From an optimization exercise on the open Yosys and OpenROAD flow, aimed at small area; shortcuts taken in it are not production practice. For this run, only the layout was checked, not whether the RTL still works. In this run the design's own scripts or RTL, not TritonCTS, make the clock network. No driver is modelled on the clock port, so clock power and skew are understated where the tree is cut down; a real chip needs a root buffer or a tree. Power is estimated from default activity; no workload was simulated.

**flow/config.mk**
```make
export PLATFORM = sky130hd
export DESIGN_NAME = adc_ctrl
export DESIGN_NICKNAME = adc_ctrl
export VERILOG_FILES = /design/flow/design.v
export SDC_FILE = /design/flow/constraint.sdc
export NUM_CORES = 4
export LEC_CHECK = 0
export CAP_MARGIN = 20
export CORE_MARGIN = 2
export CORE_UTILIZATION = 75
export SLEW_MARGIN = 20
```
**flow/constraint.sdc**
```tcl
create_clock -name core_clock -period 20.0 [get_ports {clk}]
set_input_delay 4.0000 -clock core_clock [delete_from_list [all_inputs] [get_ports {clk}]]
set_output_delay 4.0000 -clock core_clock [all_outputs]
set_load 0.01 [all_outputs]
```
**flow/design.v**
```verilog
module adc128s022 (
    input               clk,
    input               rstn,
    input               ce,
    input               miso,
    input               fl0,         
    input               ld,          
    input       [4:0]   ldv,
    input               xsh,         
    output reg  [8:0]   cnt,
    output reg          ch,
    output reg  [11:0]  sdata,
    output              sclk,
    output              css,
    output              mosi
);
localparam [8:0] C_IDLE  = 9'd0,
                 C_IDLV  = 9'd1,
                 C_START = 9'd14,
                 C_T0    = 9'd15,
                 C_FRDY  = 9'd289,
                 C_GO    = 9'd290,
                 C_STOP  = 9'd291;
function automatic ge9(input [8:0] x, input [8:0] k);
    integer b;
    reg r;
    begin
        r = 1'b1;
        for (b = 0; b < 9; b = b + 1)
            r = k[b] ? (x[b] & r) : (x[b] | r);
        ge9 = r;
    end
endfunction
function automatic in9(input [8:0] x, input [8:0] lo, input [8:0] hi);
    in9 = ge9(x, lo) & ~ge9(x, hi + 9'd1);
endfunction
wire [8:0] inc;
wire [8:0] icy;
assign icy[0] = 1'b1;
genvar i;
generate for (i = 0; i < 9; i = i + 1) begin : g_inc
    assign inc[i] = cnt[i] ^ icy[i];
    if (i < 8) begin : g_c
        assign icy[i+1] = cnt[i] & icy[i];
    end
end endgenerate
wire top   = cnt[8] & cnt[5];
wire idle  = ~|cnt[8:1];
wire frdy  = top & ~cnt[1] &  cnt[0];
wire go    = top &  cnt[1] & ~cnt[0];
wire stop  = top &  cnt[1] &  cnt[0];
always @(posedge clk)
    if (!rstn)              cnt <= {8'd0, top & ~cnt[1] & ~cnt[0]};
    else if (idle || stop)  cnt <= ce ? C_START : C_IDLE;
    else if (frdy)          cnt <= (ch & ~ce) ? C_STOP : C_GO;
    else if (go)            cnt <= C_T0;
    else                    cnt <= inc;
always @(posedge clk)
    if (idle)                   ch <= 1'b0;
    else if (top & cnt[1])      ch <= ~ch;
wire samp = (cnt[3:0] == 4'd7) & (cnt[8] | cnt[7] | (cnt[6] & cnt[5]));
always @(posedge clk)
    if (ld)
        sdata <= {ldv, sdata[6:0]};
    else if (samp || xsh)
        sdata <= {sdata[10:0], miso};
assign css  = top | (~|cnt[8:5] & ~(cnt[4] & cnt[3]));
assign sclk = ~(|cnt[8:5] & ~cnt[3] & ~top);
assign mosi = (fl0 & ~|cnt[8:5]) | (ch & (cnt[8:4] == 5'd6));
endmodule
module slpf (
    input               clk,
    input               rstn,
    input       [8:0]   cnt,
    input               ch,
    input       [11:0]  sdata,
    input               miso,
    output reg  [12:0]  f0,
    output reg  [12:0]  f1,
    output reg          fl0,
    output              last,
    output      [4:0]   ldv,
    output              xsh,
    output              fa
);
localparam [17:0] B = 18'h18358;
localparam [17:0] A = 18'h07ca8;
reg [29:0] R;
reg r0, r1, fl1, k;
function automatic ge9(input [8:0] x, input [8:0] k);
    integer b;
    reg r;
    begin
        r = 1'b1;
        for (b = 0; b < 9; b = b + 1)
            r = k[b] ? (x[b] & r) : (x[b] | r);
        ge9 = r;
    end
endfunction
function automatic in9(input [8:0] x, input [8:0] lo, input [8:0] hi);
    in9 = ge9(x, lo) & ~ge9(x, hi + 9'd1);
endfunction
wire c80  = (cnt == 9'd80);
wire c64  = (cnt == 9'd64);
wire win  = (cnt[8:4] == 5'd4) | c80;                       
assign xsh = ((cnt[8:4] == 5'd4) & cnt[3] & cnt[2]) | c80;   
wire p2   = cnt[8] & (cnt[5] | (cnt[4] & (cnt[3] | (cnt[2] & cnt[1] & cnt[0]))));  
assign last = cnt[8] & cnt[5] & cnt[1];                       
reg xj, fj;
always @* begin
    case (cnt[3:0])
        4'd7:    begin xj = miso;      fj = ch ? f1[0]  : f0[0];  end
        4'd8:    begin xj = sdata[1];  fj = ch ? f1[1]  : f0[1];  end
        4'd9:    begin xj = sdata[2];  fj = ch ? f1[2]  : f0[2];  end
        4'd10:   begin xj = sdata[3];  fj = ch ? f1[3]  : f0[3];  end
        4'd11:   begin xj = sdata[4];  fj = ch ? f1[4]  : f0[4];  end
        4'd12:   begin xj = sdata[5];  fj = ch ? f1[5]  : f0[5];  end
        4'd13:   begin xj = sdata[6];  fj = ch ? f1[6]  : f0[6];  end
        4'd14:   begin xj = sdata[7];  fj = ch ? f1[7]  : f0[7];  end
        4'd15:   begin xj = sdata[8];  fj = ch ? f1[8]  : f0[8];  end
        4'd0:    begin xj = sdata[9];  fj = ch ? f1[9]  : f0[9];  end
        4'd1:    begin xj = sdata[10]; fj = ch ? f1[10] : f0[10]; end
        default: begin xj = sdata[11]; fj = ch ? f1[11] : f0[11]; end
    endcase
end
wire j0  = (cnt[3:0] == 4'd7);
wire j11 = (cnt[3:1] == 3'd1);
wire rsel = ch ? r1 : r0;
wire fsel = ch ? fl1 : fl0;
wire fjz  = fj & ~fsel;
wire kin  = j0 ? ~(rsel & ~fsel) : k;
wire hj   = ~fjz ^ kin ^ j11;
always @(posedge clk)
    k <= rstn & p2 & (last ? ch : (~fjz & kin));
assign fa = k & ~p2;
reg lh;
always @* begin
    case (cnt[2:0])
        3'd4:    lh = sdata[11];
        3'd5:    lh = sdata[10];
        3'd6:    lh = sdata[9];
        3'd7:    lh = sdata[8];
        default: lh = sdata[7];
    endcase
end
wire lb = xsh ? lh : ~R[0];
wire mb = win ? (lb & ~fl0) : hj;
wire xb = p2 & xj;
wire e  = c80 | last;
reg [18:0] c;
always @* begin
    case ({e, mb, xb})
        3'b000:  c = 19'h0;
        3'b010:  c = -{1'b0, B};
        3'b001:  c = -{1'b0, A};
        3'b011:  c = 19'h60000;     
        3'b100:  c = 19'h20000;     
        3'b110:  c = {1'b0, A};
        3'b101:  c = {1'b0, B};
        default: c = 19'h0;
    endcase
end
wire [18:0] s;
wire [19:0] cy;
assign cy[0] = 1'b0;
genvar i;
generate for (i = 0; i < 19; i = i + 1) begin : g_add
    wire a = ((i < 18) ? R[12 + i] : R[29]) | c64;
    assign s[i]     = a ^ c[i] ^ cy[i];
    assign cy[i+1]  = (a & c[i]) | (cy[i] & (a ^ c[i]));
end endgenerate
wire [12:0] fnew = s[18:6];
wire        rr   = s[5];
assign      ldv  = {~s[1], ~s[2], ~s[3], ~s[4], s[5]};
always @(posedge clk)
    if (win || p2) R <= {s, R[11:1]};
always @(posedge clk) begin
    if (last && !ch) begin f0 <= fnew; r0 <= rr; end
    if (last &&  ch) begin f1 <= fnew; r1 <= rr; end
end
always @(posedge clk)
    if (!rstn) begin
        fl0 <= 1'b1;
        fl1 <= 1'b1;
    end else if (last) begin
        if (ch) fl1 <= 1'b0;
        else    fl0 <= 1'b0;
    end
endmodule
module adc_ctrl (
    input                   clk,
    input                   rstn,
    input                   adc_ce,
    output  logic   [11:0]  adc_data0,
    output  logic   [11:0]  adc_data1,
    output  logic           adc_val,
    output          [17:0]  flt_data0,
    output          [17:0]  flt_data1,
    output  logic           flt_val,
    output                  adc_sclk,
    output                  adc_css,
    output                  adc_dout,
    input                   adc_din
);
wire [8:0]  cnt;
wire        ch;
wire [11:0] sdata;
wire [12:0] f0, f1;
wire        fl0, last, xsh, fa;
wire [4:0]  ldv;
adc128s022 adc128s022_u (
    .clk    ( clk       ),
    .rstn   ( rstn      ),
    .ce     ( adc_ce    ),
    .miso   ( adc_din   ),
    .fl0    ( fl0       ),
    .ld     ( last      ),
    .ldv    ( ldv       ),
    .xsh    ( 1'b0      ),
    .cnt    ( cnt       ),
    .ch     ( ch        ),
    .sdata  ( sdata     ),
    .sclk   ( adc_sclk  ),
    .css    ( adc_css   ),
    .mosi   ( adc_dout  )
);
slpf slpf_u (
    .clk    ( clk       ),
    .rstn   ( rstn      ),
    .cnt    ( cnt       ),
    .ch     ( ch        ),
    .sdata  ( sdata     ),
    .miso   ( adc_din   ),
    .f0     ( f0        ),
    .f1     ( f1        ),
    .fl0    ( fl0       ),
    .last   ( last      ),
    .ldv    ( ldv       ),
    .xsh    ( xsh       ),
    .fa     ( fa        )
);
always_ff @(posedge clk)
    if (cnt[8] & cnt[5] & ~cnt[1] & ~cnt[0] & ~ch) adc_data0 <= sdata;
assign adc_val = ((cnt[8] & cnt[5] & ~cnt[1] & cnt[0]) | (cnt == 9'd1)) & ch;
assign adc_data1 = sdata;
logic fb;
always_ff @(posedge clk) begin
    fb      <= rstn & fa;
    flt_val <= fb;
end
assign flt_data0 = {{5{f0[12]}}, f0};
assign flt_data1 = {{5{f1[12]}}, f1};
endmodule
```
**flow/flow/run.sh**
```bash
#!/bin/bash
# The standard layout (standard.sh) with these changes:
#  - synthesis: ABC maps for area (flow/synth.tcl); no full/half-adder cells
#  - the smallest buffer on the ports
#  - the clock tree built by flow/cts_pre.tcl instead of TritonCTS
set -euo pipefail
cd "$(dirname "$0")/.."
bash standard.sh \
  SYNTH_SCRIPT="$PWD/flow/synth.tcl" \
  ADDER_MAP_FILE= \
  BUFFER_PORTS_ARGS="-buffer_cell sky130_fd_sc_hd__buf_1" \
  PRE_CTS_TCL="$PWD/flow/cts_pre.tcl" \
  finish > flow_make.log 2>&1
```
**flow/flow/cts_pre.tcl**
```tcl
# Sourced by ORFS's cts.tcl before clock tree synthesis (PRE_CTS_TCL).
# Builds the clock tree here (flow/tree.tcl: one root buffer, five leaf
# buffers over balanced groups of sinks) in place of TritonCTS, whose H-tree
# uses nine clkbuf_8 for this design's ~100 registers.
source [file join [file dirname [info script]] tree.tcl]
my_clock_tree 5 sky130_fd_sc_hd__clkbuf_8 sky130_fd_sc_hd__clkbuf_4
rename clock_tree_synthesis my_unused_clock_tree_synthesis
proc clock_tree_synthesis {args} { puts "clock tree built by flow/cts_pre.tcl" }
set_propagated_clock [all_clocks]
```
**flow/flow/synth.tcl**
```tcl
# The standard flow's synthesis script (synth_recipe.tcl), with one change: ABC maps the
# logic with an area-oriented script instead of ORFS's delay-driven one (the
# delay target ORFS derives here is 20 ps, far below the 20 ns clock).
# Registers are left as they are, so they match the standard synthesis.
proc synth {args} { yosys synth -nofsm -noshare {*}$args }
proc abc {args} {
  set keep {}
  set i 0
  while { $i < [llength $args] } {
    set a [lindex $args $i]
    if { $a in {-script -constr -D} } {
      incr i 2
      continue
    }
    lappend keep $a
    incr i
  }
  lappend keep -script "+strash;&get -n;&deepsyn -J 100;&put;dch -f;amap;strash;dch -f;amap"
  yosys abc {*}$keep
}
source $::env(SCRIPTS_DIR)/synth.tcl
# left out here: clear keep_hierarchy, flatten, clean up, hide names made inside functions, write 1_2_yosys.v
```
**flow/flow/tree.tcl**
```tcl
# Clock tree: the clock sinks are split into K groups by position (k-means),
# each group driven by one clock buffer next to it; the clock port drives the
# K buffers. Replaces TritonCTS's H-tree (9 buffers) for this small design.
proc my_clock_tree { K master_name {root_name ""} } {
  set db [ord::get_db]
  set block [ord::get_db_block]
  set master [$db findMaster $master_name]
  set clk_net [$block findNet clk]
  set sinks {}
  foreach it [$clk_net getITerms] {
    set loc [[$it getInst] getLocation]
    lappend sinks [list $it [lindex $loc 0] [lindex $loc 1]]
  }
  set n [llength $sinks]
  # initial centres: spread along x
  set sorted [lsort -integer -index 1 $sinks]
  set cx {}; set cy {}
  for {set k 0} {$k < $K} {incr k} {
    set s [lindex $sorted [expr {int(($k + 0.5) * $n / $K)}]]
    lappend cx [lindex $s 1]; lappend cy [lindex $s 2]
  }
  set cap [expr {($n + $K - 1) / $K}]
  for {set iter 0} {$iter < 30} {incr iter} {
    # capacity-limited greedy assignment: closest sink-centre pairs first
    set pairs {}
    set i 0
    foreach s $sinks {
      for {set k 0} {$k < $K} {incr k} {
        lappend pairs [list [expr {abs([lindex $s 1] - [lindex $cx $k]) + abs([lindex $s 2] - [lindex $cy $k])}] $i $k]
      }
      incr i
    }
    set assign [lrepeat $n -1]
    set sn [lrepeat $K 0]
    foreach p [lsort -integer -index 0 $pairs] {
      lassign $p d i k
      if {[lindex $assign $i] >= 0 || [lindex $sn $k] >= $cap} { continue }
      lset assign $i $k
      lset sn $k [expr {[lindex $sn $k] + 1}]
    }
    set sx [lrepeat $K 0.0]; set sy [lrepeat $K 0.0]
    set i 0
    foreach s $sinks {
      set k [lindex $assign $i]
      lset sx $k [expr {[lindex $sx $k] + [lindex $s 1]}]
      lset sy $k [expr {[lindex $sy $k] + [lindex $s 2]}]
      incr i
    }
    for {set k 0} {$k < $K} {incr k} {
      if {[lindex $sn $k] > 0} {
        lset cx $k [expr {int([lindex $sx $k] / [lindex $sn $k])}]
        lset cy $k [expr {int([lindex $sy $k] / [lindex $sn $k])}]
      }
    }
  }
  set top_net $clk_net
  if {$root_name ne ""} {
    set rinst [odb::dbInst_create $block [$db findMaster $root_name] "clkbuf_bench_root"]
    set rnet [odb::dbNet_create $block "clknet_bench_root"]
    $rnet setSigType CLOCK
    [$rinst findITerm A] connect $clk_net
    [$rinst findITerm X] connect $rnet
    set mx 0; set my 0
    for {set k 0} {$k < $K} {incr k} { set mx [expr {$mx + [lindex $cx $k]}]; set my [expr {$my + [lindex $cy $k]}] }
    $rinst setLocation [expr {int($mx / $K)}] [expr {int($my / $K)}]
    $rinst setPlacementStatus PLACED
    set top_net $rnet
  }
  for {set k 0} {$k < $K} {incr k} {
    set inst [odb::dbInst_create $block $master "clkbuf_bench_$k"]
    set net [odb::dbNet_create $block "clknet_bench_$k"]
    $net setSigType CLOCK
    [$inst findITerm A] connect $top_net
    [$inst findITerm X] connect $net
    $inst setLocation [lindex $cx $k] [lindex $cy $k]
    $inst setPlacementStatus PLACED
    set nets($k) $net
  }
  set i 0
  foreach s $sinks {
    set it [lindex $s 0]
    set k [lindex $assign $i]
    $it disconnect
    $it connect $nets($k)
    incr i
  }
  puts "my_clock_tree: $n sinks in $K groups: [lindex [list $sn] 0]"
}
```
**flow/standard.sh**
```bash
#!/bin/bash
# synth_recipe.tcl (not shown) runs the flow's synth.tcl, then flattens the netlist and writes it again
# the make line also repeats each setting of config.mk as NAME=value (left out here)
make -C /OpenROAD-flow-scripts/flow DESIGN_CONFIG=/design/flow/config.mk WORK_HOME=/design/flow/orfs CLKGATE_MAP_FILE= SYNTH_SCRIPT=/design/flow/synth_recipe.tcl "${@:-finish}"
```
==> summary.txt <==
-- worst max-delay path, stage by stage --
cell and delay [ns]:
buf_1 0.10, nand2_1 0.06, o21ai_0 0.07, o41ai_1 0.60
nand2_1 0.27, clkinv_1 0.18, nor2_1 0.07, clkinv_1 0.11
o21ai_0 0.09, a21oi_1 0.16, nand2_1 0.10, o21ai_0 0.13
nand2_1 0.18, clkinv_1 0.10, nor2_1 0.06, a21oi_1 0.27
o221ai_1 0.25, clkinv_1 0.13, o221ai_1 0.15, o221ai_1 0.16
clkinv_1 0.16, nand2_1 0.12, nand2_1 0.08, clkinv_1 0.06
o211ai_1 0.13
-- metrics by stage --
stage	total power, mW	hold slack [ns]	util	std cells	area, sq um
final	0.404	0.341	0.866	507	4480
after global routing	0.419	0.352	0.866	507	4480
after CTS	0.398	0.341	0.866	507	4480
after detailed placement	0.324	0.314	0.851	501	4400
after global placement	0.318	0.311	0.851	501	4400
after floorplan	0.299	0.310	-	368	4100
-- sequential cells by signal, summed over array words and instances (netlist names), 9 cells and up --
| name | cells |
|---|---|
| adc_data0 | 12 |
| slpf_u.R | 30 |
| adc128s022_u.cnt | 9 |
| slpf_u.f1 | 13 |
| adc128s022_u.sdata | 12 |
| slpf_u.f0 | 13 |
-- logic make-up after synthesis --
kind of cell / share of synthesized area
AND/OR/NAND/NOR: 0.127
flip-flops: 0.675
AO/OA/AOI/OAI: 0.140
buffers and inverters: 0.0587
-- power groups by stage --
stage	Combinational (mW)	Clock, mW	Sequential [mW]
detailed placement	0.0866	0	0.237
global route	0.100	0.0851	0.233
CTS	0.0869	0.0782	0.233
floorplan	0.0637	0	0.235
finish	0.0916	0.0789	0.233
global placement	0.0812	0	0.237
-- path summary, 6_finish.rpt --
path	start	endpoint	slack [ns]	cells after the start
setup / recovery	adc_din	slpf_u.R[29]$_DFFE_PP_	12.34	25
hold / removal	fb$_DFF_P_	flt_val$_DFF_P_	0.34	0
setup reg to reg	adc128s022_u.cnt[0]$_DFF_P_	slpf_u.R[29]$_DFFE_PP_	13.85	33
hold reg to reg	fb$_DFF_P_	flt_val$_DFF_P_	0.34	0
-- area by class of cell --
type,instances,share of cell area
plain buffers,6,0.0170
inverters,44,0.0369
repair buffers,73,0.0654
flip-flops and latches,97,0.617
multi-input cells,217,0.244
well taps,70,0.0196
-- layer usage --
metal / vias to the layer above / share of wire / global-route usage
li1: 1458 / - / -
met3: 41 / 0.095 / 0.0302
met1: 1506 / 0.35 / 0.419
met2: 268 / 0.52 / 0.612
met4: 0 / 0.035 / 0.0912
met5: - / 0 / 0
-- layout by cell type, fill, tap and decap left out, drive strengths merged, types with 3 or more instances in the layout --
master,count
buf,73
nor3,9
clkbuf,6
nor2,68
clkinv,44
a211oi,3
o211ai,3
nand2,31
o32ai,5
dfxtp,15
a21oi,16
a22oi,4
nand3,3
o21ai,31
edfxtp,82
nor2b,5
o221ai,4
o22ai,15
or2,4
==> impl_metrics.py <==
metrics = {
    "run": {
        "drv_cap": 0,
    },
    "routing": {
        "routed_wl_mm": 10.0,
        "wl_per_cell_um": 19.8,
        "ant_nets": 0,
        "drc": 0,
        "drt-pass1-iter-count": 6,
        "vias": 3273,
        "drt_iter0_drc": 561,
        "avgViaCountPerCell": 6.46,
    },
    "grt": {
        "grt_max_degree": 31,
        "grt_pass1_vias": 2944,
        "grt_pass1_wl_mm": 15.6,
        "grt.total_usage": 0.331,
        "grt.overflow.total": 0,
        "antenna_found_initial": 0,
    },
    "critical_path": {
        "crit_path_max_fanout": 6,
        "crit_required_ns": 20.16,
        "critPathLaunchType": "input port",
        "crit_arrival_ns": 7.82,
        "crit_path_end_kind": "flop",
        "critPathKind": "in2reg",
    },
    "finish": {
        "drive_gt1_frac": 0.0252,
        "final_nets": 443,
        "fillers": 262,
        "area_growth_pct": 9.32,
        "seq_area_sq_um": 2760,
        "multi_input_comb_area_sq_um": 1090,
        "diodes": 0,
    },
    "timing": {
        "tightest_slew_ns": 0.698,
        "finClkSkew_ns": 0.00998,
        "fmax_mhz": 131,
        "fin_crit_ns": 7.66,
        "hold_violations": 0,
        "setup_viol": 0,
        "slew-limit-headroom": 0.530,
        "setup_slack_ns": 12.34,
        "tns_ns": 0,
        "rsz0062_at_grt": "no",
        "min_period_over_period": 0.383,
        "drv_slew": 0,
    },
    "place": {
        "io_buffers": 68,
        "gp_congestion": 0.936,
        "pre_cts_ws_ns": 12.15,
        "hpwl_mm": 7.04,
    },
    "die": {
        "start_util": 0.792,
        "die_h_um": 77.9,
        "dieWidth_um": 77.9,
        "rows": 26,
        "die-area_sq_um": 6070,
        "ios": 69,
        "core-area_sq_um": 5170,
    },
    "power_and_ir_drop": {
        "p_leak_nw": 1.47,
        "combinationalPowerShare": 0.227,
        "clkPwrFrac": 0.196,
        "sequentialPowerShare": 0.577,
        "power.internal_mw": 0.278,
        "p_switching_mw": 0.126,
        "switching_share": 0.312,
        "p_per_area_nw_per_um2": 90.1,
        "vdd_drop_max_uv": 92.3,
    },
    "synth": {
        "synth_most_common_cell": "edfxtp_1",
        "ys_seq_area_frac": 0.675,
        "syn_inst": 368,
        "synthArstFlopShare": 0,
        "yosysTopAreaCell": "edfxtp_1",
        "syn-num-nets": 372,
        "postSynthAreaPerCell_sq_um": 11.1,
        "synthTopCellsByCount": "edfxtp_1 (82), nor2_1 (68), clkinv_1 (44), nand2_1 (31), o21ai_0 (31)",
        "synth.area.top_cells": "edfxtp_1 (60%), dfxtp_1 (7.3%), nor2_1 (6.2%)",
        "synth-edff-count": 82,
        "synth_ff_type": "edfxtp_1",
        "syn-cell-area_sq_um": 4100,
        "yosys_warnings": 3,
        "ys_seq_elements": 97,
        "synth.distinct_cells": 30,
        "synth_top_area_frac": 0.601,
    },
    "cts": {
        "clk_pin_slew_ns": 0.11,
        "cts_setup_buffers": 0,
        "ctsResizeCount": 0,
        "clock_latency_ns": 0.43,
        "cts_hold_buf": 0,
    },
    "run_status": {
        "outcome": "finished clean",
    },
    "hold_path": {
        "hp-class": "reg2reg",
    },
}

[re-timing with driven ports]
No port has a modelled driver above. Below, the same layout with a new extraction and two added sets of constraints. Step 1 assumes that a clkbuf_16 drives the clock port and a buf_2 every other input. Step 2, shift: input delay + t, output delay - t, t = (earliest + latest rising clock arrival at the registers) / 2. This alone moves slack from input paths to output paths. a / b / c = ideal / step 1 / step 2; a / b = the first two.
t, ns: 0.455
setup slack, ns: 12.341 / 12.350 / 11.895
pins driven straight from the clock port: 1
After both steps setup and hold are still met in this run. For this run, drivers alone change the setup slack by +0.009 ns; drivers and shift together by -0.446 ns.
